This design comes from an exercise in tuning for small area and a short achievable clock period on the open sky130 flow, not from production work.
Only simulation tests tie the RTL to the original design; equivalence was not proved.
Power and IR drop assume default switching activity.

File: config.mk
export PLATFORM = sky130hd
export DESIGN_NAME = I2C_Master
export DESIGN_NICKNAME = I2C_Master
export VERILOG_FILES = /design/flow/design.v
export SDC_FILE = /design/flow/constraint.sdc
export NUM_CORES = 4
export LEC_CHECK = 0
export CAP_MARGIN = 20
export CORE_MARGIN = 2
export CORE_UTILIZATION = 50
export CTS_BUF_LIST = sky130_fd_sc_hd__clkbuf_16
export CTS_CLUSTER_DIAMETER = 60
export CTS_CLUSTER_SIZE = 24
export PLACE_DENSITY = 0.65
export SETUP_SLACK_MARGIN = 1.8
export SLEW_MARGIN = 20
File: design.v
module Sync_FIFO
(
	input			clock,
	input			reset,
	input			wr_req_next,	 
	output reg		wr_req,		 
	input	[7:0]		wr_data,
	input			rd_req,
	output reg [7:0]	rd_data,
	output reg		full,
	output reg		empty,
	output reg		overflow,
	input			clear_overflow_request,
	output reg [5:0]	wr_index,
	output reg [5:0]	rd_index
);
	reg [7:0] memory [0:63];
	reg  push;
	wire pop  = rd_req & ~empty;
	wire full_next = (push & ~pop) ? (wr_index + 6'd1 == rd_index) : ((pop & ~push) ? 1'b0 : full);
	reg  [7:0] push_hi;
	wire [5:0] wr_index_next = push ? wr_index + 6'd1 : wr_index;
	always @(posedge clock)
	begin
		wr_req	<= ~reset & wr_req_next;
		push	<= ~reset & wr_req_next & ~full_next;
		push_hi	<= {8{~reset & wr_req_next & ~full_next}} & (8'd1 << wr_index_next[5:3]);
	end
	wire [7:0] wr_lo = 8'd1 << wr_index[2:0];
	wire [7:0] rd_hi = 8'd1 << rd_index[5:3];
	wire [7:0] rd_lo = 8'd1 << rd_index[2:0];
	reg  [7:0] rd_word;
	integer k;
	always @(*)
	begin
		rd_word = 8'd0;
		for (k = 0; k < 64; k = k + 1)
			rd_word = rd_word | (memory[k] & {8{rd_hi[k/8] & rd_lo[k%8]}});
	end
	genvar i;
	generate
		for (i = 0; i < 64; i = i + 1)
		begin : row
			always @(posedge clock)
				if (push_hi[i/8] & wr_lo[i%8])
					memory[i] <= wr_data;
		end
	endgenerate
	always @(posedge clock)
	begin
		if (reset)
		begin
			wr_index <= 6'd0;
			rd_index <= 6'd0;
			rd_data  <= 8'd0;
			full     <= 1'b0;
			empty    <= 1'b1;
		end
		else
		begin
			if (push)
				wr_index <= wr_index + 6'd1;
			if (pop)
			begin
				rd_index <= rd_index + 6'd1;
				rd_data  <= rd_word;
			end
			full <= full_next;
			if (push & ~pop)
				empty <= 1'b0;
			if (pop & ~push)
				empty <= (rd_index + 6'd1 == wr_index);
		end
	end
	always @(posedge clock)
	begin
		if (reset)
			overflow <= 1'b0;
		else if (clear_overflow_request)
			overflow <= 1'b0;
		else if (full & wr_req)
			overflow <= 1'b1;
	end
endmodule
module I2C_Serial_Interface
(
	input			clk,
	input			reset,
	input	[6:0]		SLAVE_ADDRESS_r,
	input	[7:0]		data_from_tx_fifo,
	output reg		tx_fifo_rd_en,
	input	[31:0]		control_reg,
	output reg [7:0]	RX_DATA,
	output			rx_fifo_wr_en_next,	 
	input			i2c_sda_in,
	output			i2c_sda_out,
	output			i2c_scl,
	output			ref_clk_test,
	output reg		BUSY,
	output reg		ack_error
);
	localparam IDLE				= 4'd0;
	localparam I2C_START			= 4'd1;
	localparam SEND_SLAVE_REG_ADDR_DATA	= 4'd2;
	localparam WAIT_STATE			= 4'd3;
	localparam BUS_RELEASE			= 4'd4;
	localparam ACK_CHECK			= 4'd5;
	localparam RD_DATA			= 4'd6;
	localparam RD_ACK_NACK			= 4'd7;
	localparam STOP				= 4'd8;
	reg [3:0]	state;
	reg		ref_clk;
	reg [6:0]	ref_clk_counter;
	reg		i2c_scl_cpy;
	reg		sda_out;
	reg		sda_change_flag;
	reg		START;
	reg		start_fsm;
	reg		clr_start_fsm;
	reg		R_W_N_r;
	reg [5:0]	BYTE_COUNT_r;
	reg		USE_REGISTER_r;
	reg [7:0]	REGISTER_r;
	reg		USE_REPEATED_START_r;
	reg [2:0]	shift_counter;
	reg [1:0]	Addr_data_sel;
	reg		tx_bit;		 
	reg		tx_fifo_rd_en_sig;
	reg		Rd_data_flag;
	reg		rx_fifo_wr_en_sig;
	wire pre_tick = (ref_clk_counter == 7'd125);
	always @(posedge clk)
	begin
		if (reset)
		begin
			ref_clk_counter	<= 7'd0;
			ref_clk		<= 1'b0;
		end
		else if (pre_tick)
		begin
			ref_clk_counter	<= 7'd0;
			ref_clk		<= 1'b1;
		end
		else
		begin
			ref_clk_counter	<= ref_clk_counter + 7'd1;
			ref_clk		<= 1'b0;
		end
	end
	assign ref_clk_test	= ref_clk;
	assign i2c_scl		= i2c_scl_cpy;
	assign i2c_sda_out	= sda_out;
	wire start_fsm_next = clr_start_fsm ? 1'b0 : ((control_reg[17] & ~START) ? 1'b1 : start_fsm);
	always @(posedge clk)
	begin
		if (reset)
		begin
			START		<= 1'b0;
			start_fsm	<= 1'b0;
		end
		else
		begin
			START		<= control_reg[17];
			start_fsm	<= start_fsm_next;
		end
	end
	wire load_cfg = ~reset & pre_tick & (state == IDLE) & ~Rd_data_flag & start_fsm_next;
	always @(posedge clk)
	begin
		if (load_cfg)
		begin
			R_W_N_r			<= start_fsm & control_reg[0];
			USE_REGISTER_r		<= start_fsm & control_reg[7];
			REGISTER_r		<= control_reg[15:8];
			USE_REPEATED_START_r	<= control_reg[16];
		end
	end
	wire tx_fifo_rd_en_sig_next =
		~ref_clk ? tx_fifo_rd_en_sig :
		(state == I2C_START) ? (tx_fifo_rd_en_sig | (~Rd_data_flag & ~R_W_N_r)) :
		(state == SEND_SLAVE_REG_ADDR_DATA) ? 1'b0 :
		(state == BUS_RELEASE) ? (tx_fifo_rd_en_sig | (Addr_data_sel == 2'b11 && BYTE_COUNT_r != 6'd0)) :
		tx_fifo_rd_en_sig;
	always @(posedge clk)
		tx_fifo_rd_en <= ~reset & tx_fifo_rd_en_sig_next & ~tx_fifo_rd_en_sig;
	reg [7:0] tx_byte;
	always @(*)
	begin
		case (Addr_data_sel)
			2'b00:   tx_byte = {SLAVE_ADDRESS_r, 1'b0};
			2'b01:   tx_byte = {SLAVE_ADDRESS_r, 1'b1};
			2'b10:   tx_byte = REGISTER_r;
			default: tx_byte = data_from_tx_fifo;
		endcase
	end
	always @(posedge clk)
		tx_bit <= tx_byte[shift_counter];
	always @(posedge clk)
	begin
		if (reset)
			BUSY <= 1'b0;
		else if (start_fsm)
			BUSY <= 1'b1;
		else if (state == STOP && BYTE_COUNT_r == 6'd0)
			BUSY <= 1'b0;
	end
	wire bc_nz = (BYTE_COUNT_r != 6'd0);
	always @(posedge clk)
	begin
		if (load_cfg)
			BYTE_COUNT_r <= {6{start_fsm}} & control_reg[6:1];
		else if (~reset & ref_clk)
		begin
			if ((state == SEND_SLAVE_REG_ADDR_DATA && sda_change_flag && shift_counter == 3'd0 && Addr_data_sel == 2'b11) ||
			    (state == RD_DATA && ~i2c_scl_cpy && shift_counter == 3'd0))
				BYTE_COUNT_r <= BYTE_COUNT_r - 6'd1;
		end
	end
	always @(posedge clk)
	begin
		if (reset)
		begin
			i2c_scl_cpy		<= 1'b1;
			sda_out			<= 1'b0;
			clr_start_fsm		<= 1'b0;
			sda_change_flag		<= 1'b1;
			Addr_data_sel		<= 2'b00;
			tx_fifo_rd_en_sig	<= 1'b0;
			shift_counter		<= 3'b111;
			ack_error		<= 1'b0;
			rx_fifo_wr_en_sig	<= 1'b0;
			Rd_data_flag		<= 1'b0;
			state			<= IDLE;
		end
		else if (ref_clk)
		begin
			case (state)
			IDLE:
			begin
				i2c_scl_cpy	<= 1'b1;
				sda_out		<= 1'b1;
				ack_error	<= 1'b0;
				if (start_fsm | Rd_data_flag)
					state	<= I2C_START;
			end
			I2C_START:
			begin
				sda_change_flag	<= 1'b1;
				sda_out		<= 1'b0;
				shift_counter	<= 3'b111;
				if (Rd_data_flag)
					Addr_data_sel	<= 2'b01;
				else
				begin
					clr_start_fsm	<= 1'b1;
					Addr_data_sel	<= 2'b00;
					if (~R_W_N_r)
						tx_fifo_rd_en_sig <= 1'b1;
				end
				state <= SEND_SLAVE_REG_ADDR_DATA;
			end
			SEND_SLAVE_REG_ADDR_DATA:
			begin
				tx_fifo_rd_en_sig <= 1'b0;
				if (sda_change_flag)
				begin
					shift_counter	<= shift_counter - 3'd1;
					i2c_scl_cpy	<= 1'b0;
					sda_out		<= tx_bit;
					sda_change_flag	<= 1'b0;
					if (shift_counter == 3'd0)
						state	<= WAIT_STATE;
				end
				else
				begin
					sda_change_flag	<= 1'b1;
					i2c_scl_cpy	<= 1'b1;
				end
			end
			WAIT_STATE:
			begin
				i2c_scl_cpy	<= 1'b1;
				state		<= BUS_RELEASE;
			end
			BUS_RELEASE:
			begin
				i2c_scl_cpy	<= 1'b0;
				sda_out		<= 1'b1;
				state		<= ACK_CHECK;
				if (Addr_data_sel == 2'b11 && bc_nz)
					tx_fifo_rd_en_sig <= 1'b1;
			end
			ACK_CHECK:
			begin
				i2c_scl_cpy	<= 1'b1;
				if (~i2c_sda_in)
				begin
					sda_change_flag	<= 1'b1;
					if (Addr_data_sel == 2'b00 && USE_REGISTER_r)
					begin
						Addr_data_sel	<= 2'b10;
						state		<= SEND_SLAVE_REG_ADDR_DATA;
					end
					else if (Addr_data_sel != 2'b01 && ~R_W_N_r && bc_nz)
					begin
						Addr_data_sel	<= 2'b11;
						state		<= SEND_SLAVE_REG_ADDR_DATA;
					end
					else if (Addr_data_sel != 2'b01 && ~R_W_N_r)
					begin
						sda_out		<= 1'b0;
						state		<= STOP;
					end
					else if (R_W_N_r && ~Rd_data_flag)
					begin
						Rd_data_flag	<= 1'b1;
						sda_out		<= 1'b0;
						state		<= STOP;
					end
					else
					begin
						Rd_data_flag	<= 1'b0;
						sda_out		<= 1'b1;
						state		<= RD_DATA;
					end
				end
				else
				begin
					ack_error	<= 1'b1;
					state		<= STOP;
				end
			end
			RD_DATA:
			begin
				if (i2c_scl_cpy)
				begin
					sda_out		<= 1'b1;
					i2c_scl_cpy	<= 1'b0;
				end
				else
				begin
					i2c_scl_cpy	<= 1'b1;
					shift_counter	<= shift_counter - 3'd1;
					if (shift_counter == 3'd0)
						state	<= RD_ACK_NACK;
				end
			end
			RD_ACK_NACK:
			begin
				if (i2c_scl_cpy)
				begin
					rx_fifo_wr_en_sig <= 1'b1;
					i2c_scl_cpy	<= 1'b0;
					sda_out		<= ~bc_nz;
				end
				else
				begin
					rx_fifo_wr_en_sig <= 1'b0;
					i2c_scl_cpy	<= 1'b1;
					state		<= bc_nz ? RD_DATA : STOP;
				end
			end
			STOP:
			begin
				if (i2c_scl_cpy)
				begin
					sda_out		<= 1'b0;
					i2c_scl_cpy	<= 1'b0;
				end
				else
				begin
					i2c_scl_cpy	<= 1'b1;
					clr_start_fsm	<= 1'b0;
					if (USE_REPEATED_START_r & Rd_data_flag)
					begin
						sda_out	<= 1'b1;
						state	<= I2C_START;
					end
					else
					begin
						sda_out	<= 1'b0;
						state	<= IDLE;
					end
				end
			end
			default: ;
			endcase
		end
	end
	always @(posedge clk)
		if (~reset & ref_clk & (state == RD_DATA) & ~i2c_scl_cpy)
			RX_DATA <= {RX_DATA[6:0], i2c_sda_in};
	wire rx_fifo_wr_en_sig_next = (ref_clk & (state == RD_ACK_NACK)) ? i2c_scl_cpy : rx_fifo_wr_en_sig;
	assign rx_fifo_wr_en_next = ~reset & rx_fifo_wr_en_sig_next & ~rx_fifo_wr_en_sig;
endmodule
module I2C_Master (clk, reset, address, byteenable, chipselect, writedata, readdata, write, read, i2c_sda_in, i2c_sda_out, i2c_scl, ref_clk_test, debug_port);
	input		clk, reset;
	input		read, write, chipselect;
	input	[1:0]	address;
	input	[3:0]	byteenable;
	input	[31:0]	writedata;
	output reg [31:0] readdata;
	input		i2c_sda_in;
	output		i2c_sda_out;
	output		i2c_scl;
	output		ref_clk_test;
	output	[14:0]	debug_port;
	localparam ADDRESS	= 2'b00;
	localparam DATA		= 2'b01;
	localparam STATUS	= 2'b10;
	localparam CONTROL	= 2'b11;
	reg [31:0]	slave_address;
	reg [31:0]	control_reg;
	reg [7:0]	tx_fifo_data_in;
	wire		tx_fifo_wr_req_next;
	wire		tx_fifo_wr_req;
	wire		rx_fifo_wr_req;
	reg		clr_tx_fifo_overflow;
	reg		clr_rx_fifo_overflow;
	reg		chipselect_del;
	wire [7:0]	tx_fifo_data_out;
	wire		tx_fifo_rd_req;
	wire		tx_fifo_full, tx_fifo_empty, tx_fifo_overflow;
	wire [5:0]	tx_fifo_wr_index, tx_fifo_rd_index;
	wire [7:0]	rx_fifo_data_in;
	wire		rx_fifo_wr_req_next;
	wire		rx_fifo_rd_req;
	wire [7:0]	rx_fifo_data_out;
	wire		rx_fifo_full, rx_fifo_empty, rx_fifo_overflow;
	wire [5:0]	rx_fifo_wr_index, rx_fifo_rd_index;
	wire		BUSY, ACK_ERROR;
	wire [31:0]	status = {rx_fifo_rd_index, rx_fifo_wr_index, tx_fifo_rd_index, tx_fifo_wr_index,
				  BUSY, ACK_ERROR, tx_fifo_empty, tx_fifo_full, tx_fifo_overflow,
				  rx_fifo_empty, rx_fifo_full, rx_fifo_overflow};
	wire rc = read & chipselect;
	wire sel_address = rc & (address == ADDRESS);
	wire sel_data    = rc & (address == DATA);
	wire sel_status  = rc & (address == STATUS);
	wire sel_control = rc & (address == CONTROL);
	always @(*)
		readdata = ({32{sel_address}} & slave_address)
			 | ({32{sel_data}}    & {24'b0, rx_fifo_data_out})
			 | ({32{sel_status}}  & status)
			 | ({32{sel_control}} & control_reg);
	wire bus_write = write & chipselect;
	always @(posedge clk)
	begin
		if (reset)
		begin
			slave_address	<= 32'h0;
			control_reg	<= 32'h0;
		end
		else if (bus_write)
		begin
			if (address == ADDRESS)
				slave_address	<= writedata;
			if (address == CONTROL)
				control_reg	<= writedata;
		end
	end
	always @(posedge clk)
		if (bus_write && address == DATA)
			tx_fifo_data_in <= writedata[7:0];
	assign tx_fifo_wr_req_next = ~reset & bus_write & ((address == DATA) | tx_fifo_wr_req);
	always @(posedge clk)
	begin
		if (reset)
		begin
			clr_tx_fifo_overflow	<= 1'b0;
			clr_rx_fifo_overflow	<= 1'b0;
		end
		else if (bus_write)
		begin
			if (address == STATUS)
			begin
				clr_tx_fifo_overflow	<= writedata[3];
				clr_rx_fifo_overflow	<= writedata[0];
			end
		end
		else
		begin
			clr_tx_fifo_overflow	<= 1'b0;
			clr_rx_fifo_overflow	<= 1'b0;
		end
	end
	always @(posedge clk)
	begin
		if (reset)
			chipselect_del	<= 1'b0;
		else
			chipselect_del	<= chipselect;
	end
	assign rx_fifo_rd_req = chipselect & ~chipselect_del & read & (address == DATA);
	Sync_FIFO TX_FIFO_inst
	(
		.clock(clk),
		.reset(reset),
		.wr_req_next(tx_fifo_wr_req_next),
		.wr_req(tx_fifo_wr_req),
		.wr_data(tx_fifo_data_in),
		.rd_req(tx_fifo_rd_req),
		.rd_data(tx_fifo_data_out),
		.full(tx_fifo_full),
		.empty(tx_fifo_empty),
		.overflow(tx_fifo_overflow),
		.clear_overflow_request(clr_tx_fifo_overflow),
		.wr_index(tx_fifo_wr_index),
		.rd_index(tx_fifo_rd_index)
	);
	Sync_FIFO RX_FIFO_inst
	(
		.clock(clk),
		.reset(reset),
		.wr_req_next(rx_fifo_wr_req_next),
		.wr_req(rx_fifo_wr_req),
		.wr_data(rx_fifo_data_in),
		.rd_req(rx_fifo_rd_req),
		.rd_data(rx_fifo_data_out),
		.full(rx_fifo_full),
		.empty(rx_fifo_empty),
		.overflow(rx_fifo_overflow),
		.clear_overflow_request(clr_rx_fifo_overflow),
		.wr_index(rx_fifo_wr_index),
		.rd_index(rx_fifo_rd_index)
	);
	I2C_Serial_Interface I2C_Serial_Interface_inst
	(
		.clk(clk),
		.reset(reset),
		.SLAVE_ADDRESS_r(slave_address[6:0]),
		.data_from_tx_fifo(tx_fifo_data_out),
		.tx_fifo_rd_en(tx_fifo_rd_req),
		.control_reg(control_reg),
		.RX_DATA(rx_fifo_data_in),
		.rx_fifo_wr_en_next(rx_fifo_wr_req_next),
		.i2c_sda_in(i2c_sda_in),
		.i2c_sda_out(i2c_sda_out),
		.i2c_scl(i2c_scl),
		.ref_clk_test(ref_clk_test),
		.BUSY(BUSY),
		.ack_error(ACK_ERROR)
	);
	assign debug_port = {rx_fifo_empty, rx_fifo_full, tx_fifo_full, rx_fifo_rd_index[2:0], rx_fifo_wr_index[2:0], tx_fifo_rd_index[2:0], tx_fifo_wr_index[2:0]};
endmodule
File: constraint.sdc
create_clock -name core_clock -period 4.5 [get_ports {clk}]
set_input_delay 0.9000 -clock core_clock [delete_from_list [all_inputs] [get_ports {clk}]]
set_output_delay 0.9000 -clock core_clock [all_outputs]
set_load 0.01 [all_outputs]
File: run.sh
#!/bin/bash
# synth_recipe.tcl (not shown) runs the flow's synth.tcl, then flattens the netlist and writes it again
# the make line also repeats each setting of config.mk as NAME=value (left out here)
make -C /OpenROAD-flow-scripts/flow DESIGN_CONFIG=/design/flow/config.mk WORK_HOME=/design/flow/orfs CLKGATE_MAP_FILE= SYNTH_SCRIPT=/design/flow/synth_recipe.tcl finish
==> results of run 1 <==
[logic make-up (layout without fill, tap and decap cells)]
logic type	Yosys count	in the layout	synth area share, %
AO/OA/AOI/OAI	737	737	10.8
XOR/XNOR	49	49	0.876
adder cells (fa/ha/maj)	33	33	0.843
buffers and inverters	266	481	2.32
flip-flops	1220	1220	71.4
multiplexers	116	116	2.77
other	0	2	0
AND/OR/NAND/NOR	1039	1039	10.9
[final timing paths]
| check | cells after the start | end | start |
|---|---|---|---|
| hold / removal | 1 | RX_FIFO_inst.overflow | clr_rx_fifo_overflow |
| setup / recovery | 8 | TX_FIFO_inst.rd_data[7] | TX_FIFO_inst.rd_index[5] |
| setup reg to reg | 8 | TX_FIFO_inst.rd_data[7] | TX_FIFO_inst.rd_index[5] |
| hold reg to reg | 1 | RX_FIFO_inst.overflow | clr_rx_fifo_overflow |
[timing repair]
| action | in CTS | in global routing |
|---|---|---|
| endpoints found under the setup margin | 73 | 54 |
| pin swaps | 18 | 31 |
| buffers inserted | 51 | 18 |
| cloned | 6 | 1 |
| gates resized for setup | 365 | 105 |
[cell usage in the layout, fill, tap and decap left out, types with 20 or more instances in the layout]
master,n
nand4_1,77
and3_1,96
dfxtp_4,22
mux2i_1,59
a22o_1,50
buf_2,29
dfxtp_2,20
dfxtp_1,121
a21oi_1,136
nor2b_1,44
nand3_1,96
nor3_1,36
clkdlybuf4s50_1,47
edfxtp_1,1057
nand2_1,246
buf_6,32
inv_1,40
mux2_2,38
buf_4,151
a22oi_1,210
xor2_1,31
nor2_2,24
nor2_1,152
clkbuf_16,86
and2_1,95
a32oi_1,79
nand2b_1,21
ha_1,25
o21ai_0,63
a32o_1,21
a31oi_1,26
[power by group through the flow]
stage	combinational [mW]	clock, mW	sequential [mW]
CTS	0.257	8.15	12.2
finish	0.268	8.14	12.2
detailed placement	0.225	0	12.4
global placement	0.222	0	12.4
global route	0.281	8.53	12.2
floorplan	0.0962	0	12.4
[through the flow]
stage	cell area, sq um	util (%)	power, mW
CTS	55700	57.5	20.6
global route	56200	58.1	21.0
finish	56200	58.1	20.6
floorplan	49100	-	12.5
global placement	51600	53.2	12.7
detailed placement	51600	53.2	12.7
[worst max-delay path, cell delays in order (launching register included)]
cell       delay, ns
dfxtp_4         0.45
buf_4           0.18
and2_1          0.16
buf_4           0.22
and3_1          0.22
a2111oi_4       0.42
nand3_1         0.12
or4_4           0.58
o31a_1          0.32
[final cells by class]
cell class / count / area share, %
sequential: 1220 / 62.4
multi-input combinational: 1974 / 24.4
timing repair buffer: 296 / 5.03
clock buffer: 85 / 3.78
tap: 1276 / 2.84
clock inverter: 67 / 1.31
inverter: 33 / 0.220
antenna: 2 / 0.00890
[cells in the mapped netlist (9+ instances only)]
master     count
nand3_1      102
nand2_1      251
buf_4         16
nand3b_1      11
mux4_2        12
and3b_1        9
a32oi_1       84
o211ai_1      11
nor4_1        22
nor3_1        43
o22ai_1       13
xnor2_1       18
xor2_1        31
clkbuf_1     162
nor2b_1       52
nand2b_1      22
inv_1         32
dfxtp_1      163
ha_1          33
nor2_1       184
a22o_1        50
nand4_1       77
and3_1       102
mux2i_1       66
a22oi_1      218
buf_2         33
edfxtp_1    1057
a2111oi_0     12
a221oi_1      14
nor3b_1       14
a32o_1        21
and2_1       103
buf_1         17
a21oi_1      143
a211oi_1      15
a31oi_1       28
o21ai_0       65
mux2_2        38
[per-layer routing]
metal  part of all wire, %  GRT usage, %
met1                    36          44.9
met2                    44          51.7
met3                    12          7.37
met4                   7.1          18.2
met5                 0.027             0
==> flow_metrics.tcl, run 1 <==
set metrics [dict create \
    drc_errors 0 \
    cp.required_ns 5.06 \
    start_util_pct 50.6 \
    critical_path.endpoint_type "register" \
    synth_cells 3460 \
    post-route-period-util_pct 62.1 \
    synth.area.top_cells "edfxtp_1, dfxtp_1, a22oi_1" \
    cts_made_buffers 83 \
    tightest_slew_ns 1.13 \
    clockBufferDepth 3 \
    seqCellArea_sq_um 35100 \
    synth_top_area_share_pct 64.8 \
    slew_violations 0 \
    tritoncts_num_sinks 1220 \
    synthFlopType "edfxtp_1" \
    die_area_sq_um 101000 \
    drive_gt1_share_pct 17.5 \
    ir_worst_vdd_mv 0.355 \
    track_usage_pct 33.6 \
    synth_seq_area_share_pct 71.4 \
    clk_pin_slew_worst_paths_ns 0.09 \
    multi_input_area_sq_um 13700 \
    dp_cells 4723 \
    routedWlPerCell_microns 34.5 \
    finalSetupTns_ns 0 \
    ys_async_sr_fraction_pct 0 \
    status "finished clean" \
    p_per_area_nw_per_um2 366 \
    grt_pass1_wl_microns 238000 \
    leakage_nw 18.3 \
    synth_edf_count 1057 \
    skew_ns 0.0337 \
    cts_root_buf "clkbuf_16" \
    p_clk_share_pct 39.6 \
    ys_ff_latch 1220 \
    fin_nets 3685 \
    drtIter0Drc 5700 \
    insertion_delay_ns 0.69 \
    reg2reg_slack_ns 1.71 \
    swShare_pct 22.1 \
    critPathKind "register to register" \
    antenna_found_initial 5 \
    postRouteAntennaNets 0 \
    place.gp.congestion 1.02 \
    switchingPower_mw 4.55 \
    rsz0062_at_grt "true" \
    port_buffers 89 \
    whs_ns 0.425 \
    viasPerCell 6.84 \
    min_path_type "register to register" \
    fillCellCount 7510 \
    grt_start_max_net_pins 66 \
    largestRegisters "RX_FIFO_inst.memory: 512 flops, TX_FIFO_inst.memory: 512 flops" \
    cp.arrival_ns 3.36 \
    power_frac_comb_pct 1.3 \
    fp.dieH_microns 317 \
    hpwl_microns 111000 \
    setup_slack_ns 1.71 \
    io_pins 94 \
    preCtsSetupSlack_ns 0.738 \
    die_w_microns 317 \
    rows 114 \
    cts_tree "built" \
    power_frac_seq_pct 59.1 \
    holdBufCountCts 0 \
    crit_path_start_kind "register" \
    cp_max_fo 14 \
    slew_headroom_pct 24.6 \
    yosysTopAreaCell "edfxtp_1" \
    syn_to_final_growth_pct 14.8 \
    h-tree-depth 3 \
    setup_violations 0 \
    hold_viol 0 \
    yosysWarnings 4 \
    syn_nets 3537 \
    cap_violations 0 \
    grt_pass1_vias 31375 \
    vias 33855 \
    firstDrtPassIters 8 \
    overflow 0 \
    p_int_mw 16.0 \
    synthDistinctLibCells 75 \
    avgSynthCellArea_sq_um 14.2 \
    final_cells 4953 \
    core_area_sq_um 96900 \
    fmax_ghz 0.358 \
    drt_wl_total_microns 171000 \
    period_minus_slack_ns 2.79 \
    synthesis.area_sq_um 49000 \
]
==> run 2: changes to the inputs <==
--- a/config.mk
+++ b/config.mk
@@ -11,4 +11,4 @@
 export CTS_BUF_LIST = sky130_fd_sc_hd__clkbuf_16
-export CTS_CLUSTER_DIAMETER = 60
-export CTS_CLUSTER_SIZE = 24
+export CTS_CLUSTER_DIAMETER = 80
+export CTS_CLUSTER_SIZE = 30
 export PLACE_DENSITY = 0.65
==> run 2 against run 1 <==
Net effect:
- sequential power barely moved
- die area did not move
- non-clock buffer count grew 36
- highest routed layer unchanged
==> flow_metrics.tcl, run 2 <==
set metrics [dict create \
    status "finished clean" \
    synthDistinctLibCells 75 \
    r2r_cells 8 \
    clk_pin_slew_worst_paths_ns 0.11 \
    cts_tree "built" \
    p_per_area_nw_per_um2 334 \
    largestRegisters "RX_FIFO_inst.memory: 512 flops, TX_FIFO_inst.memory: 512 flops" \
    cp-startpoint "RX_FIFO_inst.rd_index[3]" \
    slowest_delay_ns 0.48 \
    drtIter0Drc 5915 \
    start_util_pct 50.6 \
    crit_path_top_delay_cell "nor4_2" \
    dp_cells 4723 \
    synth_seq_area_share_pct 71.4 \
    cp_top_family "simple AND/OR/NAND/NOR gates" \
    yosysMostFrequentCell "edfxtp_1" \
    postRouteAntennaNets 0 \
    viasPerCell 6.85 \
    synthesis.area_sq_um 49000 \
    synth_cells 3460 \
    grt_pass1_vias 31178 \
    synth_commonest_cells "edfxtp_1, nand2_1, a22oi_1, nor2_1, dfxtp_1" \
    synthFlopType "edfxtp_1" \
    synth_top_area_share_pct 64.8 \
    skew_ns 0.0525 \
    die_w_microns 317 \
    fmax_ghz 0.357 \
    hold_viol 0 \
    grt_pass1_wl_microns 238000 \
    final_common_cell "edfxtp_1" \
    synth.area.top_cells "edfxtp_1, dfxtp_1, a22oi_1" \
    fillCellCount 7640 \
    rsz0062_at_grt "true" \
    reg2reg_to "RX_FIFO_inst.rd_data[5]" \
    syn_nets 3537 \
    cp_max_fo 21 \
    cp.required_ns 5.08 \
    synth_edf_count 1057 \
    avgSynthCellArea_sq_um 14.2 \
    slew_violations 0 \
    ir_worst_vdd_mv 0.318 \
    routedWlPerCell_microns 34.9 \
    port_buffers 89 \
    ys_ff_latch 1220 \
    finalSetupTns_ns 0 \
    fp.dieH_microns 317 \
    vias 33755 \
    drc_errors 0 \
    tightest_slew_ns 1.18 \
    drive_gt1_share_pct 17.5 \
    hpwl_microns 111000 \
    critical_path.endpoint_type "register" \
    r2r_start "RX_FIFO_inst.rd_index[3]" \
    final_cell_mix "edfxtp_1, nand2_1, a22oi_1" \
    timing.critical_path.buf_inv 2 \
    firstDrtPassIters 6 \
    synth_simple_gate_area_share_pct 10.9 \
    fin_nets 3690 \
    clockBufferDepth 3 \
    overflow 0 \
    ys_async_sr_fraction_pct 0 \
    crit_top_cell "a22o_1" \
    die_area_sq_um 101000 \
    yosysWarnings 4 \
    track_usage_pct 33.7 \
    cp.arrival_ns 3.38 \
    antenna_found_initial 5 \
    slew_headroom_pct 21.6 \
    synthXorXnorAreaFrac_pct 0.876 \
    critPathCapture "RX_FIFO_inst.rd_data[5]" \
    synth_top_family_by_area "simple AND/OR/NAND/NOR gates" \
    min_path_type "register to register" \
    core_area_sq_um 96900 \
    reg2reg_slack_ns 1.70 \
    period_minus_slack_ns 2.80 \
    final_cells 4925 \
    rows 114 \
    h-tree-depth 2 \
    cap_violations 0 \
    critPathKind "register to register" \
    syn_to_final_growth_pct 13.1 \
    io_pins 94 \
    cts_root_buf "clkbuf_16" \
    place.gp.congestion 1.02 \
    cp.depth 8 \
    path_cells "buf_4, buf_6, and2_0, a22o_1, a22o_1, nor4_2, and4_4, a41oi_1" \
    insertion_delay_ns 0.70 \
    setup_violations 0 \
    yosysTopAreaCell "edfxtp_1" \
    synth_adder_area_share_pct 0.843 \
    tritoncts_num_sinks 1220 \
    holdBufCountCts 0 \
    leakage_nw 18.0 \
    muxShareOfSynthArea_pct 2.77 \
    cts_made_buffers 52 \
    grt_start_max_net_pins 66 \
    crit_path_start_kind "register" \
    drt_wl_total_microns 172000 \
    post-route-period-util_pct 62.2 \
    synth_compound_area_share_pct 10.8 \
]
-- run 2: worst min path at each step --
stage,end,cells after the start,startpoint,slack (ns)
3_5_place_dp,TX_FIFO_inst.overflow,1,clr_tx_fifo_overflow,0.41
2_1_floorplan,TX_FIFO_inst.overflow,1,clr_tx_fifo_overflow,0.40
3_3_place_gp,RX_FIFO_inst.overflow,1,clr_rx_fifo_overflow,0.42
4_1_cts,TX_FIFO_inst.overflow,1,clr_tx_fifo_overflow,0.43
6_report,RX_FIFO_inst.overflow,1,clr_rx_fifo_overflow,0.43
5_1_grt,RX_FIFO_inst.overflow,1,clr_rx_fifo_overflow,0.45
-- run 2: per-stage QoR --
step	setup WS (ns)	total power, mW	util [%]	hold slack [ns]	cell area [sq um]
after floorplan	1.76	12.5	-	0.401	49100
after global placement	0.707	12.7	53.2	0.416	51600
after detailed placement	0.738	12.7	53.2	0.410	51600
after CTS	1.66	18.5	56.6	0.432	54800
after global routing	1.68	18.9	57.2	0.446	55400
final	1.70	18.5	57.2	0.430	55400
-- run 2: area by class of cell --
class | count | area [sq um] | share of cell area [%]
multi-input cells | 1974 | 13700 | 24.8
clock buffers | 54 | 1350 | 2.44
clock inverters | 31 | 329 | 0.593
inverters | 33 | 124 | 0.223
diodes | 5 | 12.5 | 0.0226
flip-flops and latches | 1220 | 35100 | 63.4
well taps | 1276 | 1600 | 2.88
repair buffers | 332 | 3140 | 5.67
-- run 2: layer usage --
layer  share of wire (%)  track usage, %
met2                  45            51.7
met3                  12            6.99
met1                  36            45.2
met5              0.0064               0
met4                 7.1            18.6
-- run 2: worst reg2reg max path: cells and delay by family (launching register included) --
family | cells | cell delay, ns
AO/OA/AOI/OAI | 3 | 0.70
buffers and inverters | 2 | 0.45
flip-flops | 1 | 0.36
AND/OR/NAND/NOR | 3 | 1.16
-- run 2: report_power, final --
part | switching, mW | internal, mW | leakage (nW)
sequential | 0.0168 | 12.1 | 10.9
combinational | 0.169 | 0.105 | 6.32
clock | 3.71 | 2.40 | 0.840
total | 3.89 | 14.6 | 18.0
-- run 2: what timing repair did --
item                                    in CTS  in global routing
pin swaps                                   24                 38
gates resized for setup                    393                125
buffers inserted                            80                 25
gates cloned                                 6                  1
hold endpoints to repair                     0                  0
endpoints found under the setup margin      83                 72
-- run 2: cell families (layout without fill, tap and decap cells) --
group,after synthesis,in the layout
AO/OA/AOI/OAI,737,737
XOR/XNOR,49,49
adder cells (fa/ha/maj),33,33
buffers and inverters,266,450
flip-flops,1220,1220
multiplexers,116,116
other,0,5
AND/OR/NAND/NOR,1039,1039
==> run 3: changes to the inputs <==
--- a/design.v
+++ b/design.v
@@ -29,4 +29,10 @@
 	wire [7:0] wr_lo = 8'd1 << wr_index[2:0];
-	wire [7:0] rd_hi = 8'd1 << rd_index[5:3];
-	wire [7:0] rd_lo = 8'd1 << rd_index[2:0];
+	reg  [7:0] rd_hi;
+	reg  [7:0] rd_lo;
+	wire [5:0] rd_index_next = reset ? 6'd0 : (pop ? rd_index + 6'd1 : rd_index);
+	always @(posedge clock)
+	begin
+		rd_hi <= 8'd1 << rd_index_next[5:3];
+		rd_lo <= 8'd1 << rd_index_next[2:0];
+	end
 	reg  [7:0] rd_word;
--- a/config.mk
+++ b/config.mk
@@ -11,4 +11,4 @@
 export CTS_BUF_LIST = sky130_fd_sc_hd__clkbuf_16
-export CTS_CLUSTER_DIAMETER = 80
-export CTS_CLUSTER_SIZE = 30
+export CTS_CLUSTER_DIAMETER = 70
+export CTS_CLUSTER_SIZE = 27
 export PLACE_DENSITY = 0.65
==> run 3 against run 2 <==
Net effect:
- flip-flop and latch count up 32
- highest routed layer unchanged
- clock skew about the same
- register-to-register slack about the same
- synthesized cell count fell by 2.6%
- critical path depth decreased by 3
- final area is 3.1% lower
- first-iteration DRC count shrank 0.14%
- sequential power about the same
- still clean
- final cell count down 4.1%
- worst hold slack improved by 0.018 ns
- non-clock buffer count is 141 lower
- sequential share of layout area rose by 3.1 points
==> flow_metrics.tcl, run 3 <==
set metrics [dict create \
    place_area_sq_um 50800 \
    viasPerCell 6.80 \
    yosysWarnings 4 \
    ys_async_sr_fraction_pct 0 \
    synth_commonest_cells "edfxtp_1, a22oi_1, nand2_1, dfxtp_1, a21oi_1" \
    critical_path.endpoint_type "register" \
    cts_tree "built" \
    clockBufferDepth 3 \
    fin_nets 3460 \
    track_usage_pct 31.0 \
    fp.dieH_microns 316 \
    switchingPower_mw 4.11 \
    slew_violations 0 \
    rsz0062_at_grt "true" \
    synth_top_family_by_area "compound AO/OA/AOI/OAI gates" \
    synth_edf_count 1057 \
    synthFlopType "edfxtp_1" \
    overflow 0 \
    firstDrtPassIters 7 \
    tightest_slew_ns 1.11 \
    yosysTopAreaCell "edfxtp_1" \
    crit_path_top_delay_cell "nor4_1" \
    cp.required_ns 5.05 \
    drive_gt1_share_pct 11.0 \
    cts_root_buf "clkbuf_16" \
    synthDistinctLibCells 79 \
    grt_pass1_vias 30797 \
    yosysMostFrequentCell "edfxtp_1" \
    leakage_nw 16.9 \
    synthesis.area_sq_um 48700 \
    start_util_pct 50.4 \
    ys_ff_latch 1252 \
    cp_max_fo 12 \
    vias 32098 \
    post-route-period-util_pct 62.3 \
    slowest_delay_ns 0.84 \
    largestRegisters "RX_FIFO_inst.memory: 512 flops, TX_FIFO_inst.memory: 512 flops" \
    avgSynthCellArea_sq_um 14.4 \
    min_path_type "register to register" \
    critPathKind "register to register" \
    drc_errors 0 \
    fin_util_pct 55.7 \
    clk_pin_slew_worst_paths_ns 0.09 \
    core_area_sq_um 96600 \
    power_mw 19.8 \
    holdBufCountCts 0 \
    synthXorXnorAreaFrac_pct 0.987 \
    rows 114 \
    synth.area.top_cells "edfxtp_1, dfxtp_1, a22oi_1" \
    swShare_pct 20.8 \
    cap_violations 0 \
    period_minus_slack_ns 2.80 \
    muxShareOfSynthArea_pct 1.45 \
    power_frac_comb_pct 1.5 \
    io_pins 94 \
    finalInstanceArea_sq_um 53700 \
    synth_simple_gate_area_share_pct 9.19 \
    syn_nets 3438 \
    hpwl_microns 97600 \
    p_clk_share_pct 35.5 \
    h-tree-depth 3 \
    whs_ns 0.449 \
    grt_start_max_net_pins 66 \
    path_cells "inv_1, o22ai_1, nor4_1, o211ai_1, o221a_2" \
    postRouteAntennaNets 0 \
    power_frac_seq_pct 63.0 \
    tritoncts_num_sinks 1252 \
    setup_violations 0 \
    die_area_sq_um 99800 \
    place.gp.congestion 0.937 \
    antenna_found_initial 7 \
    die_w_microns 316 \
    insertion_delay_ns 0.68 \
    synth_adder_area_share_pct 0.591 \
    drtIter0Drc 5907 \
    synth_cells 3371 \
    final_common_cell "edfxtp_1" \
    status "finished clean" \
    skew_ns 0.0526 \
    crit_path_start_kind "register" \
    final_cell_mix "edfxtp_1, a22oi_1, nand2_1" \
    finalSetupTns_ns 0 \
    p_int_mw 15.7 \
    synth_compound_area_share_pct 12.1 \
    p_per_area_nw_per_um2 368 \
    port_buffers 89 \
    cp.arrival_ns 3.35 \
    fmax_ghz 0.357 \
    drt_wl_total_microns 157000 \
    syn_to_final_growth_pct 10.5 \
    grt_pass1_wl_microns 221000 \
    synth_seq_area_share_pct 73.3 \
    cts_made_buffers 66 \
    slew_headroom_pct 25.7 \
    hold_viol 0 \
    ir_worst_vdd_mv 0.327 \
    synth_top_area_share_pct 65.2 \
    routedWlPerCell_microns 33.2 \
]
run 3: cell count changes after synthesis, moves of 26 or more:
cell	before	now
a21oi_1	143	179
a22o_1	50	83
and3_1	102	57
a222oi_1	8	61
mux2_2	38	0
a32oi_1	84	0
dfxtp_1	163	195
nand3_1	102	157
nand4_1	77	38
nor2_1	184	139
a22oi_1	218	300
nor2b_1	52	26
run 3: worst max-delay path, delay by kind of cell, from the launching register on:
family / cells / cell delay (ns)
and+or+nand+nor: 1 / 0.84
AOI/OAI and AO/OA: 3 / 0.69
DFF: 1 / 0.53
buffers and inverters: 1 / 0.63
run 3: what timing repair did:
item	CTS	global route
cloned	7	2
resized for setup	235	70
setup buffers	9	1
endpoints found under the hold margin	0	0
endpoints found under the setup margin	63	45
pin swaps	13	20
run 3: kinds of logic (layout without fill, tap and decap cells):
logic type,after synthesis,count (layout)
compound gates,815,815
buf+inv,291,361
fa+ha+maj,23,23
xor+xnor,54,54
simple gates,878,879
flops,1252,1252
mux,58,58
other cells,0,3
run 3: per-layer routing:
metal  global-route usage [%]  up-vias  wire (microns)
met2                     48.7     2328           72200
li1                         -    13224               -
met1                     40.8    16090           56900
met3                     7.06      448           18300
met5                        0        -              51
met4                     15.4        8            9070
run 3: final timing paths:
check	end	slack, ns	from	depth (start not counted)
max	RX_FIFO_inst.rd_data[2]	1.70	RX_FIFO_inst.rd_lo[0]	5
min	TX_FIFO_inst.overflow	0.45	clr_tx_fifo_overflow	1
max reg2reg	RX_FIFO_inst.rd_data[2]	1.70	RX_FIFO_inst.rd_lo[0]	5
min reg2reg	TX_FIFO_inst.overflow	0.45	clr_tx_fifo_overflow	1
run 3: layout make-up:
class                           instances  area [sq um]
Fill cell                            7593         42800
Sequential cell                      1252         35700
Multi-Input combinational cell       1829         12200
Timing Repair Buffer                  191          1870
Clock buffer                           68          1700
Tap cell                             1276          1600
Clock inverter                         49           467
Inverter                               53           201
Antenna cell                            3          7.51
run 3: power by group through the flow:
stage / clock network, mW / logic (mW) / registers (mW)
4_1_cts: 7.01 / 0.269 / 12.5
2_1_floorplan: 0 / 0.101 / 12.7
6_report: 7.03 / 0.297 / 12.4
3_5_place_dp: 0 / 0.224 / 12.7
5_1_grt: 7.42 / 0.312 / 12.5
3_3_place_gp: 0 / 0.217 / 12.7
run 3: metrics by stage:
stage | worst slack, ns | cells
final | 1.70 | 4721
after floorplan | 1.80 | 3371
after global routing | 1.70 | 4720
after detailed placement | 0.699 | 4580
after global placement | 0.708 | 4580
after CTS | 1.68 | 4713
==> run 4: changes to the inputs <==
--- a/config.mk
+++ b/config.mk
@@ -14,3 +14,3 @@
 export PLACE_DENSITY = 0.65
-export SETUP_SLACK_MARGIN = 1.8
+export SETUP_SLACK_MARGIN = 1.7
 export SLEW_MARGIN = 20
==> run 4 against run 3 <==
Net effect:
- first-iteration DRC count fell by 10%
- setup slack worse by 0.075 ns
- clock power down 7.4%
- synthesized area unchanged
- total power shrank 2.8%
- synthesized cell count did not move
- non-clock buffer count is 3 higher
- wire length is 1.2% lower
- final area shrank 1.0%
- via count fell by 0.70%
- still clean on timing, DRC and antenna
==> flow_metrics.tcl, run 4 <==
set metrics [dict create \
    cp_max_fo 28 \
    drtIter0Drc 5301 \
    hpwl_microns 97200 \
    ir_worst_vdd_mv 0.350 \
    fin_nets 3457 \
    vias 31873 \
    syn_nets 3438 \
    antenna_found_initial 5 \
    ys_ff_latch 1252 \
    viasPerCell 6.75 \
    leakage_nw 16.8 \
    slew_headroom_pct 18.1 \
    drc_errors 0 \
    clockBufferDepth 3 \
    cts_root_buf "clkbuf_16" \
    die_area_sq_um 99800 \
    period_minus_slack_ns 2.88 \
    cap_violations 0 \
    grt_pass1_wl_microns 219000 \
    syn_to_final_growth_pct 9.33 \
    slew_violations 0 \
    finalSetupTns_ns 0 \
    post-route-period-util_pct 63.9 \
    yosysTopAreaCell "edfxtp_1" \
    die_w_microns 316 \
    path_cells "a222oi_1, nor2_1, a2111oi_1, nand3_1, o221a_1" \
    fin_util_pct 55.1 \
    yosysWarnings 4 \
    synthFlopType "edfxtp_1" \
    cp.required_ns 5.09 \
    place_area_sq_um 50900 \
    track_usage_pct 30.5 \
    postRouteAntennaNets 0 \
    power_mw 19.2 \
    synth_edf_count 1057 \
    synth.area.top_cells "edfxtp_1, dfxtp_1, a22oi_1" \
    h-tree-depth 2 \
    rsz0062_at_grt "true" \
    final_cell_mix "edfxtp_1, a22oi_1, nand2_1" \
    tightest_slew_ns 1.22 \
    drt_wl_total_microns 155000 \
    largestRegisters "RX_FIFO_inst.memory: 512 flops, TX_FIFO_inst.memory: 512 flops" \
    slowest_delay_ns 0.68 \
    core_area_sq_um 96600 \
    drive_gt1_share_pct 9.50 \
    fmax_ghz 0.348 \
    p_per_area_nw_per_um2 361 \
    avgSynthCellArea_sq_um 14.4 \
    grt_pass1_vias 30469 \
    tritoncts_num_sinks 1252 \
    clk_pin_slew_worst_paths_ns 0.10 \
    rows 114 \
    routedWlPerCell_microns 32.8 \
    place.gp.congestion 0.940 \
    fp.dieH_microns 316 \
    insertion_delay_ns 0.70 \
    crit_path_start_kind "register" \
    firstDrtPassIters 8 \
    setup_violations 0 \
    cts_made_buffers 60 \
    cp.arrival_ns 3.47 \
    yosysMostFrequentCell "edfxtp_1" \
    synth_commonest_cells "edfxtp_1, a22oi_1, nand2_1, dfxtp_1, a21oi_1" \
    crit_path_top_delay_cell "a222oi_1" \
    grt_start_max_net_pins 66 \
    hold_viol 0 \
    status "finished clean" \
    skew_ns 0.0470 \
    ys_async_sr_fraction_pct 0 \
    finalInstanceArea_sq_um 53200 \
    synthDistinctLibCells 79 \
    final_common_cell "edfxtp_1" \
    synth_top_area_share_pct 65.2 \
    critical_path.endpoint_type "register" \
    io_pins 94 \
    overflow 0 \
    synth_cells 3371 \
    critPathKind "register to register" \
    min_path_type "register to register" \
    port_buffers 89 \
    fillCellCount 7651 \
    synthesis.area_sq_um 48700 \
    start_util_pct 50.4 \
    cts_tree "built" \
    synth_seq_area_share_pct 73.3 \
]
==> run 4: cells by family after synthesis <==
| logic type | after synthesis | share of synthesized area, % |
|---|---|---|
| flops | 1252 | 73.3 |
| compound gates | 815 | 12.1 |
| simple gates | 878 | 9.19 |
| fa+ha+maj | 23 | 0.591 |
| buf+inv | 291 | 2.46 |
| xor+xnor | 54 | 0.987 |
| mux | 58 | 1.45 |
==> run 4: what timing repair did <==
| item | CTS | global route |
|---|---|---|
| hold buffers | 0 | 0 |
| gates cloned | 5 | 0 |
| pin swaps | 5 | 4 |
| gates resized for setup | 192 | 20 |
| setup endpoints to repair | 59 | 16 |
| setup buffers | 11 | 4 |
==> run 4: routing by layer <==
layer	up-vias	global-route usage (%)	share of wire, %
li1	13206	-	-
met1	15997	41.4	37
met2	2261	47.8	46
met3	403	6.10	12
met4	6	13.5	5.1
met5	-	0.473	0.061
==> run 4: power by group <==
part / internal (mW) / total (mW) / switching (mW)
sequential: 12.4 / 12.5 / 0.0164
clock: 2.70 / 6.51 / 3.80
combinational: 0.101 / 0.269 / 0.169
==> run 4: stage by stage <==
step	setup slack [ns]	cells	hold slack (ns)
after floorplan	1.73	3371	0.400
after global placement	0.718	4584	0.415
after detailed placement	0.692	4584	0.422
after CTS	1.69	4713	0.423
after global routing	1.66	4719	0.438
final	1.62	4719	0.431
==> run 4: layout make-up <==
cell class                      count  area [sq um]  area share [%]
Antenna cell                        2          5.00         0.00941
Inverter                           53           199           0.374
Sequential cell                  1252         35700            67.1
Clock buffer                       61          1530            2.87
Multi-Input combinational cell   1829         11900            22.4
Clock inverter                     52           438           0.823
Tap cell                         1276          1600            3.00
Timing Repair Buffer              194          1790            3.37
==> run 4: path summary, 6_finish.rpt <==
check / depth (start not counted) / slack, ns / startpoint / to
max: 5 / 1.62 / RX_FIFO_inst.rd_hi[6] / RX_FIFO_inst.rd_data[3]
min: 1 / 0.43 / clr_tx_fifo_overflow / TX_FIFO_inst.overflow
max reg2reg: 5 / 1.62 / RX_FIFO_inst.rd_hi[6] / RX_FIFO_inst.rd_data[3]
min reg2reg: 1 / 0.43 / clr_tx_fifo_overflow / TX_FIFO_inst.overflow
==> run 4: worst max-delay path: cells and delay by family (launching register included) <==
| family | cells | cell delay [ns] |
|---|---|---|
| AO/OA/AOI/OAI | 3 | 1.68 |
| flip-flops | 1 | 0.60 |
| AND/OR/NAND/NOR | 2 | 0.49 |
==> run 5: changes to the inputs <==
--- a/config.mk
+++ b/config.mk
@@ -11,6 +11,6 @@
 export CTS_BUF_LIST = sky130_fd_sc_hd__clkbuf_16
-export CTS_CLUSTER_DIAMETER = 70
-export CTS_CLUSTER_SIZE = 27
+export CTS_CLUSTER_DIAMETER = 60
+export CTS_CLUSTER_SIZE = 24
 export PLACE_DENSITY = 0.65
-export SETUP_SLACK_MARGIN = 1.7
+export SETUP_SLACK_MARGIN = 1.8
 export SLEW_MARGIN = 20
==> run 5 against run 4 <==
Net effect:
- die area unchanged
- wire length is 0.98% higher
- non-clock buffer count shrank 6
- synthesized cell count unchanged
- sequential power about the same
- global-route usage rose by 0.67 points
- critical path depth grew 1
- clock-buffer cell count grew 34
==> flow_metrics.tcl, run 5 <==
set metrics [dict create \
    synth_cells 3371 \
    slowest_delay_ns 0.83 \
    viasPerCell 6.78 \
    ir_worst_vdd_mv 0.313 \
    cp.required_ns 5.11 \
    cap_violations 0 \
    min_path_type "register to register" \
    tritoncts_num_sinks 1252 \
    synthesis.area_sq_um 48700 \
    final_cell_mix "edfxtp_1, a22oi_1, nand2_1" \
    power_mw 21.8 \
    period_minus_slack_ns 2.83 \
    synth_commonest_cells "edfxtp_1, a22oi_1, nand2_1, dfxtp_1, a21oi_1" \
    path_cells "buf_4, a22oi_1, nand2_1, a2111oi_1, o2111ai_1, o221a_2" \
    synth_seq_area_share_pct 73.3 \
    fp.dieH_microns 316 \
    holdBufCountCts 0 \
    synthFlopType "edfxtp_1" \
    drtIter0Drc 5812 \
    drt_wl_total_microns 156000 \
    synthDistinctLibCells 79 \
    drive_gt1_share_pct 12.1 \
    hold_path_depth 1 \
    cts_made_buffers 91 \
    cts_tree "built" \
    overflow 0 \
    hold_viol 0 \
    clockBufferDepth 3 \
    p_per_area_nw_per_um2 399 \
    synth_edf_count 1057 \
    postRouteAntennaNets 0 \
    die_area_sq_um 99800 \
    yosysTopAreaCell "edfxtp_1" \
    crit_path_top_delay_cell "a2111oi_1" \
    place.gp.congestion 0.937 \
    status "finished clean" \
    cp.arrival_ns 3.44 \
    final_common_cell "edfxtp_1" \
    rows 114 \
    r2r_cells 6 \
    ys_async_sr_fraction_pct 0 \
    critical_path.endpoint_type "register" \
    routedWlPerCell_microns 32.7 \
    syn_nets 3438 \
    port_buffers 89 \
    rsz0062_at_grt "true" \
    clk_pin_slew_worst_paths_ns 0.10 \
    tightest_slew_ns 1.11 \
    die_w_microns 316 \
    hpwl_microns 97600 \
    setup_violations 0 \
    io_pins 94 \
    core_area_sq_um 96600 \
    grt_pass1_vias 31102 \
    finalSetupTns_ns 0 \
    h-tree-depth 3 \
    post-route-period-util_pct 63.0 \
    cp_top_family "compound AO/OA/AOI/OAI gates" \
    drc_errors 0 \
    avgSynthCellArea_sq_um 14.4 \
    ys_ff_latch 1252 \
    cp.depth 6 \
    cp_max_fo 10 \
    largestRegisters "RX_FIFO_inst.memory: 512 flops, TX_FIFO_inst.memory: 512 flops" \
    skew_ns 0.0380 \
    insertion_delay_ns 0.71 \
    critPathKind "register to register" \
    synth.area.top_cells "edfxtp_1, dfxtp_1, a22oi_1" \
    start_util_pct 50.4 \
    grt_pass1_wl_microns 223000 \
    fin_nets 3482 \
    yosysWarnings 4 \
    timing.critical_path.buf_inv 1 \
    synth_top_area_share_pct 65.2 \
    slew_violations 0 \
    firstDrtPassIters 6 \
    slew_headroom_pct 23.9 \
    vias 32333 \
    track_usage_pct 31.1 \
    fmax_ghz 0.353 \
    grt_start_max_net_pins 66 \
    crit_path_start_kind "register" \
    syn_to_final_growth_pct 12.5 \
    leakage_nw 17.4 \
    antenna_found_initial 5 \
    yosysMostFrequentCell "edfxtp_1" \
    cts_root_buf "clkbuf_16" \
]
## run 5: stage by stage
stage	std cells	hold WS [ns]	setup slack [ns]	area, sq um	utilization [%]
floorplan	3371	0.400	1.80	48700	-
global placement	4580	0.411	0.708	50800	52.6
detailed placement	4580	0.422	0.699	50800	52.6
CTS	4765	0.399	1.69	54600	56.6
global route	4770	0.442	1.69	54700	56.7
finish	4770	0.414	1.67	54700	56.7
## run 5: layout make-up
class                      count  area [sq um]
antenna                        1          2.50
timing repair buffer         188          1830
tap                         1276          1600
clock inverter                76           996
fill                        7486         41800
inverter                      53           201
sequential                  1252         35700
clock buffer                  95          2380
multi-input combinational   1829         12000
## run 5: logic make-up after synthesis
family	Yosys count	synth area share, %
AO/OA/AOI/OAI	815	12.1
XOR/XNOR	54	0.987
adder cells (fa/ha/maj)	23	0.591
buffers and inverters	291	2.46
flip-flops	1252	73.3
multiplexers	58	1.45
AND/OR/NAND/NOR	878	9.19
## run 5: path summary, 6_finish.rpt
path | startpoint | to | slack [ns]
hold / removal | clr_rx_fifo_overflow | RX_FIFO_inst.overflow | 0.41
setup / recovery | RX_FIFO_inst.rd_lo[6] | RX_FIFO_inst.rd_data[0] | 1.67
hold reg to reg | clr_rx_fifo_overflow | RX_FIFO_inst.overflow | 0.41
setup reg to reg | RX_FIFO_inst.rd_lo[6] | RX_FIFO_inst.rd_data[0] | 1.67
## run 5: timing repair
action | in CTS | in global routing
pin swaps | 11 | 16
setup endpoints to repair | 74 | 39
buffers inserted | 6 | 2
gates cloned | 8 | 0
resized for setup | 242 | 21
## run 5: power by group
group,leakage [nW],internal (mW),switching [mW]
clock,1.64,4.37,4.73
sequential,11.1,12.4,0.0173
combinational,4.70,0.107,0.174
total,17.4,16.9,4.92
## run 5: routing by layer
layer	GRT usage (%)	routed length [microns]	vias up	part of all wire (%)
li1	-	-	13323	-
met1	41.1	56300	16111	36
met2	48.6	71500	2389	46
met3	7.18	18600	506	12
met4	16.0	9740	4	6.2
met5	0	27	-	0.017
## run 5: worst reg2reg max path, delay by kind of cell, from the launching register on
| kind | cells | cell delay, ns |
|---|---|---|
| AOI/OAI and AO/OA | 4 | 1.83 |
| DFF | 1 | 0.53 |
| buffers and inverters | 1 | 0.32 |
| and+or+nand+nor | 1 | 0.08 |
==> run 6: changes to the inputs <==
--- a/design.v
+++ b/design.v
@@ -175,3 +175,10 @@
 	begin
-		if (load_cfg)
+		if (reset)
+		begin
+			R_W_N_r			<= 1'b0;
+			USE_REGISTER_r		<= 1'b0;
+			REGISTER_r		<= 8'd0;
+			USE_REPEATED_START_r	<= 1'b0;
+		end
+		else if (load_cfg)
 		begin
@@ -215,5 +222,7 @@
 	begin
-		if (load_cfg)
+		if (reset)
+			BYTE_COUNT_r <= 6'd0;
+		else if (load_cfg)
 			BYTE_COUNT_r <= {6{start_fsm}} & control_reg[6:1];
-		else if (~reset & ref_clk)
+		else if (ref_clk)
 		begin
--- a/config.mk
+++ b/config.mk
@@ -11,4 +11,4 @@
 export CTS_BUF_LIST = sky130_fd_sc_hd__clkbuf_16
-export CTS_CLUSTER_DIAMETER = 60
-export CTS_CLUSTER_SIZE = 24
+export CTS_CLUSTER_DIAMETER = 70
+export CTS_CLUSTER_SIZE = 27
 export PLACE_DENSITY = 0.65
==> run 6 against run 5 <==
Net effect:
- maximum frequency rose by 1.3%
- sequential power barely moved
- clock skew rose by 0.028 ns
- flip-flop and latch count did not move
- final area fell by 2.1%
- still clean on timing, DRC and antenna
- utilization fell by 1.0 points
- die area fell by 0.44%
- critical path depth fell by 3
- synthesized area fell by 0.45%
- total power fell by 12%
- sequential share of layout area rose by 1.2 points
==> flow_metrics.tcl, run 6 <==
set metrics [dict create \
    grt_pass1_vias 30926 \
    synthDistinctLibCells 74 \
    track_usage_pct 31.3 \
    fin_nets 3510 \
    critPathKind "register to primary output" \
    p_clk_share_pct 34.0 \
    fmax_ghz 0.358 \
    yosysMostFrequentCell "edfxtp_1" \
    yosysTopAreaCell "edfxtp_1" \
    syn_nets 3466 \
    place.gp.congestion 0.972 \
    drc_errors 0 \
    syn_to_final_growth_pct 10.6 \
    synth_commonest_cells "edfxtp_1, a22oi_1, nand2_1, dfxtp_1, a21oi_1" \
    power_mw 19.3 \
    die_area_sq_um 99400 \
    p_int_mw 15.1 \
    whs_ns 0.437 \
    grt_start_max_net_pins 72 \
    cts_tree "built" \
    port_buffers 89 \
    insertion_delay_ns 0.73 \
    swShare_pct 21.4 \
    setup_violations 0 \
    final_cell_mix "edfxtp_1, a22oi_1, nand2_1" \
    drive_gt1_share_pct 11.7 \
    rsz0062_at_grt "true" \
    cts_root_buf "clkbuf_16" \
    grt_pass1_wl_microns 223000 \
    ys_ff_latch 1252 \
    critical_path.endpoint_type "primary output" \
    rows 114 \
    power_frac_comb_pct 1.5 \
    synth_top_area_share_pct 64.5 \
    skew_ns 0.0657 \
    synth_seq_area_share_pct 73.2 \
    avgSynthCellArea_sq_um 14.3 \
    crit_path_start_kind "register" \
    antenna_found_initial 6 \
    period_minus_slack_ns 2.80 \
    cp_max_fo 2 \
    slew_headroom_pct 24.4 \
    min_path_type "register to register" \
    viasPerCell 6.79 \
    switchingPower_mw 4.11 \
    clk_pin_slew_worst_paths_ns 0.10 \
    status "finished clean" \
    synth.area.top_cells "edfxtp_1, dfxtp_1, a22oi_1" \
    ys_async_sr_fraction_pct 0 \
    h-tree-depth 2 \
    drt_wl_total_microns 158000 \
    die_w_microns 315 \
    ir_worst_vdd_mv 0.393 \
    cp.arrival_ns 1.90 \
    firstDrtPassIters 9 \
    core_area_sq_um 96300 \
    leakage_nw 16.8 \
    synth_cells 3399 \
    finalSetupTns_ns 0 \
    path_cells "mux4_2, nor2b_1, buf_2" \
    hold_viol 0 \
    overflow 0 \
    slew_violations 0 \
    clockBufferDepth 3 \
    cp_top_family "multiplexers" \
    p_per_area_nw_per_um2 359 \
    hpwl_microns 99600 \
    synthFlopType "edfxtp_1" \
    largestRegisters "RX_FIFO_inst.memory: 512 flops, TX_FIFO_inst.memory: 512 flops" \
    postRouteAntennaNets 0 \
    holdBufCountCts 0 \
    crit_path_top_delay_cell "mux4_2" \
    final_common_cell "edfxtp_1" \
    synthesis.area_sq_um 48400 \
    tritoncts_num_sinks 1252 \
    start_util_pct 50.3 \
    fillCellCount 7641 \
    power_frac_seq_pct 64.5 \
    cp.required_ns 3.60 \
    slowest_delay_ns 0.52 \
    routedWlPerCell_microns 33.1 \
    vias 32397 \
    fp.dieH_microns 315 \
    timing.critical_path.buf_inv 1 \
    cts_made_buffers 60 \
    cap_violations 0 \
    io_pins 94 \
    post-route-period-util_pct 62.2 \
    drtIter0Drc 5346 \
    tightest_slew_ns 1.12 \
    yosysWarnings 4 \
    synth_edf_count 1040 \
]
[run 6: per-layer routing]
| metal | routed length [microns] | global-route usage (%) |
|---|---|---|
| met1 | 58700 | 43.2 |
| met2 | 71200 | 47.6 |
| met3 | 22000 | 8.80 |
| met4 | 6200 | 11.1 |
| met5 | 55 | 0 |
[run 6: final timing paths]
kind	end	slack, ns	startpoint	cells past startpoint
setup / recovery	readdata[2]	1.70	RX_FIFO_inst.rd_data[2]	3
hold / removal	RX_FIFO_inst.overflow	0.44	clr_rx_fifo_overflow	1
setup reg to reg	TX_FIFO_inst.rd_data[5]	1.71	TX_FIFO_inst.rd_lo[5]	7
hold reg to reg	RX_FIFO_inst.overflow	0.44	clr_rx_fifo_overflow	1
[run 6: worst register-to-register path, stage by stage, from the launching register on]
cell      delay (ns)
dfxtp_1         0.64
buf_6           0.37
clkinv_2        0.38
o22ai_1         0.50
nor4_1          0.14
and3_1          0.20
nand4_1         0.25
nor3b_1         0.23
[run 6: kinds of logic (layout without fill, tap and decap cells)]
kind of cell	count (synthesis)	count (layout)	share of synthesized area, %
AO/OA/AOI/OAI	836	836	12.3
XOR/XNOR	55	55	1.01
adder cells (fa/ha/maj)	23	23	0.594
buffers and inverters	298	390	2.52
flip-flops	1252	1252	73.2
multiplexers	53	53	1.36
other	0	1	0
AND/OR/NAND/NOR	882	883	9.01
[run 6: final cells by class]
class,count,area [sq um],area share [%]
Inverter,60,249,0.465
Timing Repair Buffer,219,2020,3.78
Multi-Input combinational cell,1850,12100,22.6
Sequential cell,1252,35600,66.5
Antenna cell,1,2.50,0.00467
Clock buffer,60,1500,2.80
Tap cell,1276,1600,2.98
Clock inverter,51,467,0.871
[run 6: metrics by stage]
step                cell area (sq um)  utilization, %  worst slack (ns)  cells
floorplan                       48500               -              1.80   3399
global placement                50800            52.8             0.705   4630
detailed placement              50800            52.8             0.583   4630
CTS                             53400            55.5              1.66   4763
global route                    53600            55.7              1.68   4768
finish                          53600            55.7              1.70   4769
[run 6: power groups by stage]
stage	Sequential [mW]	Clock (mW)	Combinational (mW)
after global placement	12.7	0	0.226
after global routing	12.4	6.91	0.299
after CTS	12.4	6.55	0.273
final	12.4	6.55	0.284
after detailed placement	12.7	0	0.233
after floorplan	12.7	0	0.116
[run 6: what timing repair did]
| item | CTS | global route |
|---|---|---|
| setup buffers | 16 | 4 |
| gates resized for setup | 279 | 56 |
| gates cloned | 6 | 0 |
| pin swaps | 10 | 14 |
| setup endpoints to repair | 145 | 56 |

==> port drivers added, routing unchanged <==
In the flow no input, the clock included, has a driving cell. The finished layouts below were timed again as built, in two steps. Step 1: set_driving_cell puts a clkbuf_16 on clk and a buf_2 on each other input, an assumption about the parent block. Step 2 also shifts input and output timing later by t, the mid clock arrival at the registers, as if the neighbouring blocks saw the same clock. a / b / c = ideal / step 1 / step 2; a / b = the first two.
run | shift t [ns] | setup slack, ns | worst hold slack (ns) | worst data-port slew with drivers (ns)
run 1 | 0.743 | 1.707 / 1.523 / 1.215 | 0.425 / 0.425 / 0.425 | 0.21
run 2 | 0.762 | 1.703 / 1.473 / 1.232 | 0.430 / 0.430 / 0.430 | 0.26
run 3 | 0.732 | 1.698 / 1.421 / 1.249 | 0.449 / 0.449 / 0.449 | 0.32
run 4 | 0.749 | 1.623 / 1.480 / 1.272 | 0.431 / 0.431 / 0.431 | 0.25
run 5 | 0.758 | 1.666 / 1.463 / 1.284 | 0.414 / 0.414 / 0.414 | 0.26
run 6 | 0.782 | 1.703 / 1.452 / 1.226 | 0.437 / 0.437 / 0.437 | 0.28
After both steps setup and hold are still met in every run listed. The setup slack of run 1, which loses most, moves by -0.184 ns with the drivers and by -0.492 ns with both steps.
